This design comes from an exercise in tuning for small area, a short achievable clock period and few clock cycles on the open sky130 flow, not from production work. Only simulation tests tie the RTL to the original design; equivalence was not proved. Power figures rest on the tool's default switching activity, not on a simulated workload.

// reuleaux
module reuleaux(input logic clk, input logic rst_n, input logic [2:0] colour,
                input logic [7:0] centre_x, input logic [6:0] centre_y, input logic [7:0] diameter,
                input logic start, output logic done,
                output logic [7:0] vga_x, output logic [6:0] vga_y,
                output logic [2:0] vga_colour, output logic vga_plot);
Size: about 1200 cells after synthesis, ~160 flip-flops, roughly 49 I/O pins, ~12000 um^2 of cells after synthesis.
clock: 10.0 ns
lec_check: 0
cap_margin: 20
core_margin: 2
core_utilization: 40
setup_slack_margin: 5
slew_margin: 20
run.sh (not shown) runs the stock make flow with config.mk's settings and CLKGATE_MAP_FILE= SYNTH_SCRIPT=/design/flow/synth_recipe.tcl, a recipe that flattens the netlist after the stock synthesis.
The first run completed with no timing, DRC or antenna violations.
Testbench counts at the start, summed over its fixed seeds: cycles 17,484.
Next try:
- ABC_CLOCK_PERIOD_IN_PS: default -> 3000
- CORE_UTILIZATION: 40 -> 65
- SETUP_SLACK_MARGIN: 5 -> default
After rerunning: The changed run completed with no timing, DRC or antenna violations. Clock skew came out lower by 4.1 ps. Die area drops by 38%. Wire length drops by 2.6%. Critical path depth stays the same. Cell area drops by 1.6%. Combinational power hardly moves. Non-clock buffer count shrinks by 1. Sequential share of layout area climbs by 0.41 points. First-iteration DRC count is higher by 41%. Setup slack gets worse by 77 ps.

---

The RTL this note starts from:
==> flow/design.v <==
module circle_control(input logic clk, input logic rst_n, input logic [2:0] colour,
                      input logic [7:0] centre_x, input logic [6:0] centre_y, input logic [7:0] diameter,
                      input logic start, output logic done,
                      output logic [7:0] vga_x, output logic [6:0] vga_y,
                      output logic [2:0] vga_colour, output logic vga_plot);
     function automatic logic [9:0] fadd(input logic [9:0] x, input logic [9:0] y, input logic c);
          logic [9:0] p, g, gg, pp;
          p = x ^ y;
          g = x & y;
          g[0] = g[0] | (p[0] & c);
          pp = p;
          for (int l = 0; l < 4; l++) begin
               for (int i = 9; i >= 0; i--) begin
                    if (((i >> l) & 1) == 1) begin
                         g[i]  = g[i] | (pp[i] & g[((i >> l) << l) - 1]);
                         pp[i] = pp[i] & pp[((i >> l) << l) - 1];
                    end
               end
          end
          fadd[0] = p[0] ^ c;
          for (int i = 1; i < 10; i++) fadd[i] = p[i] ^ g[i - 1];
     endfunction
     function automatic logic fcmp(input logic [7:0] x, input logic [7:0] y, input logic c);
          logic [9:0] s;
          s = fadd({2'b00, x}, {2'b00, ~y}, c);
          fcmp = s[8];
     endfunction
     function automatic logic [18:0] fadd19(input logic [18:0] x, input logic [18:0] y);
          logic [18:0] p, g, pp;
          p = x ^ y;
          g = x & y;
          pp = p;
          for (int l = 0; l < 5; l++) begin
               for (int i = 18; i >= 0; i--) begin
                    if (((i >> l) & 1) == 1) begin
                         g[i]  = g[i] | (pp[i] & g[((i >> l) << l) - 1]);
                         pp[i] = pp[i] & pp[((i >> l) << l) - 1];
                    end
               end
          end
          fadd19[0] = p[0];
          for (int i = 1; i < 19; i++) fadd19[i] = p[i] ^ g[i - 1];
     endfunction
     function automatic logic [37:0] csa19(input logic [18:0] x, input logic [18:0] y, input logic [18:0] z);
          logic [18:0] sm, cy;
          sm = x ^ y ^ z;
          cy = ((x & y) | (x & z) | (y & z)) << 1;
          csa19 = {cy, sm};
     endfunction
     logic start_r, start_rr;
     logic [7:0] d_r, cx_r;
     always_ff @(posedge clk) begin
          start_r    <= start;
          start_rr   <= start_r;
          d_r        <= diameter;
          cx_r       <= centre_x;
          vga_colour <= colour;
     end
     logic [18:0] dz, m6, m3;
     logic [18:0] s296;
     assign dz   = {11'd0, d_r};
     assign s296 = (dz << 8) + (dz << 5) + (dz << 3);
     assign m6   = s296 + dz + 19'd510;
     assign m3   = (s296 << 2) + dz + 19'd1019;
     logic [6:0] dh_c;                                
     assign dh_c = d_r[7:1] + {6'd0, d_r[0]};
     logic [9:0] x1_c, x2_c;
     assign x1_c = fadd({2'b00, cx_r}, {3'b000, dh_c}, 1'b0);
     assign x2_c = fadd({2'b00, cx_r}, ~{3'b000, dh_c}, 1'b1);
     logic [6:0] k6;
     logic [7:0] k3;
     logic [6:0] dh;       
     assign dh = dh_c;
     logic       d0;       
     logic       d1;       
     logic [8:0] x1;       
     logic [7:0] x2;       
     logic       en2;      
     always_ff @(posedge clk) begin
          k6  <= m6[16:10];
          k3  <= m3[18:11];
          d0  <= (d_r == 8'd0);
          d1  <= (d_r == 8'd1);
          x1  <= x1_c[8:0];
          x2  <= x2_c[7:0];
          en2 <= !x2_c[9] && (cx_r != 8'd0);
     end
     logic [9:0] y1_c, y3_c;
     assign y1_c = fadd({3'b000, centre_y}, {3'b000, k6}, 1'b0);
     assign y3_c = fadd({3'b000, centre_y}, ~{2'b00, k3}, 1'b1);
     logic [7:0] y1;       
     logic [6:0] y3;       
     logic       en3;      
     always_ff @(posedge clk) begin
          y1  <= y1_c[7:0];
          y3  <= y3_c[6:0];
          en3 <= !y3_c[9];
     end
     logic [7:0] ox, oy;
     logic [9:0] crit;      
     logic [8:0] dd;        
     logic [9:0] cx10, y110, y310;
     assign cx10 = {2'b00, cx_r};
     assign y110 = {2'b00, y1};
     assign y310 = {3'b000, y3};
     logic [9:0] ox10, oy10;
     assign ox10 = {2'b00, ox};
     assign oy10 = {2'b00, oy};
     logic [9:0] xa1, xb1, xa2, xb2, x3a, x3b, ya, yb, y3x;
     assign xa1 = fadd({1'b0, x1}, ~ox10, 1'b1);
     assign xb1 = fadd({1'b0, x1}, ~oy10, 1'b1);
     assign xa2 = fadd({2'b00, x2}, ox10, 1'b0);
     assign xb2 = fadd({2'b00, x2}, oy10, 1'b0);
     assign x3a = fadd(d0 ? y110 : cx10, oy10, 1'b0);        
     assign x3b = fadd(cx10, ~oy10, 1'b1);
     assign ya  = fadd(y110, ~oy10, 1'b1);
     assign yb  = fadd(y110, ~ox10, 1'b1);
     assign y3x = fadd(y310, ox10, 1'b0);
     function automatic logic in159(input logic [9:0] v);    
          in159 = !v[9] && (v[8:0] != 9'd0) && (v[8:0] <= 9'd159);
     endfunction
     function automatic logic in119(input logic [9:0] v);    
          in119 = !v[9] && (v[8:0] != 9'd0) && (v[8:0] <= 9'd119);
     endfunction
     logic eq, ax, oxgt, oygt, oyge, oxk;
     assign eq   = (dd == 9'd0);
     assign ax   = (oy == 8'd0);
     assign oxgt = !(d1 || (d0 && ax));
     assign oygt = fcmp(oy, {1'b0, dh}, 1'b0);
     assign oyge = fcmp(oy, {1'b0, dh}, 1'b1);
     logic [9:0] ks, kc, kd;
     assign ks   = y310 ^ ox10 ^ ~y110;
     assign kc   = ((y310 & ox10) | (y310 & ~y110) | (ox10 & ~y110)) << 1;
     assign kd   = fadd(ks, kc, 1'b0);
     assign oxk  = !kd[9];
     logic ya_ok, yb_ok, y3x_ok;
     assign ya_ok  = in119(ya);
     assign yb_ok  = in119(yb);
     assign y3x_ok = en3 && (y3x <= 10'd99) && oxk;
     logic [6:0] cand;
     assign cand[0] = in159(xa1) && oxgt && ya_ok;
     assign cand[1] = in159(xb1) && oygt && yb_ok && !eq;
     assign cand[2] = en2 && (xa2 <= 10'd159) && ya_ok && !(eq && !ax);
     assign cand[3] = en2 && (xb2 <= 10'd159) && oyge && yb_ok && !ax;
     assign cand[4] = (x3a <= 10'd159) && (x3a != 10'd0) && y3x_ok;
     assign cand[5] = in159(x3b) && y3x_ok && !ax;
     assign cand[6] = d0 && !ax && !xa1[9] && (xa1 != 10'd0) && (x3a <= 10'd99);
     logic cpos, lval;
     assign cpos = !crit[9];
     assign lval = dd[8] || eq;                       
     logic [9:0] c1, c2;
     assign c1 = fadd(crit, {1'b0, oy, 1'b1}, 1'b0);                        
     assign c2 = fadd(crit, {dd, 1'b1}, 1'b0);                             
     logic [6:0] cr;        
     logic [7:0] oxc, oyc;
     logic busy;
     logic [6:0] sel;       
     assign sel = cr & ~{cr[5:0] | {cr[4:0], 1'b0} | {cr[3:0], 2'b0} | {cr[2:0], 3'b0} |
                         {cr[1:0], 4'b0} | {cr[0], 5'b0}, 1'b0};
     logic adv;
     assign adv = ((cr & ~sel) == 7'd0);
     logic [7:0] xbase, xoff, ybase, yoff;
     logic xs, ys, uox;
     assign uox   = sel[0] | sel[2] | sel[6];           
     assign xs    = sel[0] | sel[1] | sel[5] | sel[6];
     assign ys    = sel[0] | sel[1] | sel[2] | sel[3];
     assign xbase = ({8{sel[0] | sel[1]}} & x1[7:0]) | ({8{sel[2] | sel[3]}} & x2) |
                    ({8{sel[4] | sel[5] | sel[6]}} & cx_r);
     assign ybase = ys ? y1 : {1'b0, y3};
     assign xoff  = uox ? oxc : oyc;
     assign yoff  = uox ? oyc : oxc;
     logic [9:0] pxs, pys;
     assign pxs = fadd({2'b00, xbase ^ {8{xs}}}, {2'b00, xoff}, 1'b0);
     assign pys = fadd({2'b00, ybase ^ {8{ys}}}, {2'b00, yoff}, 1'b0);
     always_ff @(posedge clk) begin
          if (!start_r) begin
               ox   <= d_r;
               oy   <= 8'd0;
               crit <= 10'd0 - {2'b00, d_r};
               dd   <= 9'd0 - {1'b0, d_r};
          end else if (!start_rr || (busy && adv && lval)) begin
               ox   <= cpos ? ox - 8'd1 : ox;
               oy   <= oy + 8'd1;
               crit <= cpos ? c2 : c1;
               dd   <= (d0 && ax) ? 9'h102 : dd + (cpos ? 9'd2 : 9'd1);
          end
          if (!start_rr) begin
               cr   <= cand;
               oxc  <= ox;
               oyc  <= oy;
               busy <= 1'b1;
          end else if (busy) begin
               if (adv) begin
                    cr   <= cand;
                    oxc  <= ox;
                    oyc  <= oy;
                    busy <= lval;
               end else begin
                    cr <= cr & ~sel;
               end
          end
          vga_x    <= pxs[7:0] ^ {8{xs}};
          vga_y    <= pys[6:0] ^ {7{ys}};
          vga_plot <= rst_n && start && start_rr && busy && (cr != 7'd0);
          if (!rst_n || !start) done <= 1'b0;
          else if (start_rr && busy && adv && !lval) done <= 1'b1;
     end
endmodule
module reuleaux(input logic clk, input logic rst_n, input logic [2:0] colour,
                input logic [7:0] centre_x, input logic [6:0] centre_y, input logic [7:0] diameter,
                input logic start, output logic done,
                output logic [7:0] vga_x, output logic [6:0] vga_y,
                output logic [2:0] vga_colour, output logic vga_plot);
     circle_control u_ctl(.clk(clk), .rst_n(rst_n), .colour(colour), .centre_x(centre_x),
                          .centre_y(centre_y), .diameter(diameter), .start(start), .done(done),
                          .vga_x(vga_x), .vga_y(vga_y), .vga_colour(vga_colour), .vga_plot(vga_plot));
endmodule
clock: 10.0 ns
lec_check: 0
cap_margin: 20
core_margin: 2
core_utilization: 40
slew_margin: 20
standard.sh (not shown) runs the stock make flow with config.mk's settings and CLKGATE_MAP_FILE= SYNTH_SCRIPT=/design/flow/synth_recipe.tcl, a recipe that flattens the netlist after the stock synthesis.
==> flow/flow/run.sh <==
#!/bin/bash
set -euo pipefail
bash standard.sh finish SETUP_SLACK_MARGIN=6.5 > standard_flow.log 2>&1
The baseline passed the timing, design-rule and antenna checks.
Testbench counts at the start, summed over its fixed seeds: cycles 17,484.
Rerun with:
==> flow/flow/run.sh (replaced) <==
#!/bin/bash
set -euo pipefail
bash standard.sh finish SETUP_SLACK_MARGIN=7.0 > standard_flow.log 2>&1
- ABC_AREA: default -> 1
Final area went up by 8.6%.
Combinational power went up by about 24%.
Non-clock buffer count went up by 55.
Final cell count went up by about 20%.
Area after synthesis went up by about 3%.
Rerun with:
==> flow/flow/run.sh (replaced) <==
#!/bin/bash
set -euo pipefail
bash standard.sh finish SETUP_SLACK_MARGIN=6.8 > standard_flow.log 2>&1
=> The new run finished with timing, DRC and antenna clean. Non-clock buffer count shrinks by 42. Cell area falls by 4.5%. Maximum frequency falls by 2.6%. Power came out lower by 5.8%. Via count decreases by 1.4%. Sequential share of layout area increases by 0.99 points. Global-route usage goes down by 1.1 points.
Rerun with:
==> flow/run.sh (new file) <==
#!/bin/bash
# synth_recipe.tcl (not shown) runs the flow's synth.tcl, then flattens the netlist and writes it again
# the make line also repeats each setting of config.mk as NAME=value (left out here)
make -C /OpenROAD-flow-scripts/flow DESIGN_CONFIG=/design/flow/config.mk WORK_HOME=/design/flow/orfs CLKGATE_MAP_FILE= SYNTH_SCRIPT=/design/flow/synth_recipe.tcl finish
- ABC_AREA: 1 -> default
removed: flow/flow/run.sh
removed: flow/standard.sh
What happened: Sequential power fell slightly. Synthesized area fell by a few percent. Count of clock-buffer cells in the layout fell by 3.
Rerun with:
==> flow/flow/run.sh (new file) <==
#!/bin/bash
set -euo pipefail
bash standard.sh finish SETUP_SLACK_MARGIN=6.9 > standard_flow.log 2>&1
==> flow/standard.sh (new file) <==
#!/bin/bash
# synth_recipe.tcl (not shown) runs the flow's synth.tcl, then flattens the netlist and writes it again
# the make line also repeats each setting of config.mk as NAME=value (left out here)
make -C /OpenROAD-flow-scripts/flow DESIGN_CONFIG=/design/flow/config.mk WORK_HOME=/design/flow/orfs CLKGATE_MAP_FILE= SYNTH_SCRIPT=/design/flow/synth_recipe.tcl "${@:-finish}"
removed: flow/run.sh
- The new run completed with no timing, DRC or antenna violations
- cell count went up by a few percent
- design area went up by roughly a tenth
- non-clock buffer count went up by 106
- wire length went up by a little under a tenth
- worst setup slack improves by 0.85 ns
- utilization went up by 6.0 points

## static timing again, ports no longer ideal
The flow's constraints put no driver on any port. The routed layouts listed below were extracted and timed again, unchanged, in two steps.
Step 1: set_driving_cell puts a clkbuf_16 on clk and a buf_2 on each other input, an assumption about the parent block.
Step 2 times the ports against the registers' clock, not the clock port: input delays grow and output delays shrink by t, the midpoint of the rising clock arrivals with the driver on.
Three values: no drivers, after step 1, after step 2; two values: the first two.
run	t, ns	setup WS [ns]	clock arrival spread, ns	worst data-port slew with drivers (ns)
the first run of note 1	0.484	5.889 / 5.889 / 5.889	0.020 / 0.020	0.04
the second run of note 1	0.485	5.812 / 5.812 / 5.812	0.015 / 0.015	0.04
the first run of note 2	0.490	6.631 / 6.631 / 6.274	0.013 / 0.014	0.03
the second run of note 2	0.481	6.979 / 6.964 / 6.483	0.019 / 0.019	0.06
the third run of note 2	0.480	6.897 / 6.921 / 6.441	0.014 / 0.014	0.03
the fourth run of note 2	0.476	5.932 / 5.932 / 5.878	0.015 / 0.015	0.03
the fifth run of note 2	0.479	6.782 / 6.782 / 6.347	0.016 / 0.017	0.06
After both steps every run listed still meets setup and hold. For the second run of note 2, which loses most, drivers alone change the setup slack by -0.015 ns; drivers and shift together by -0.496 ns.
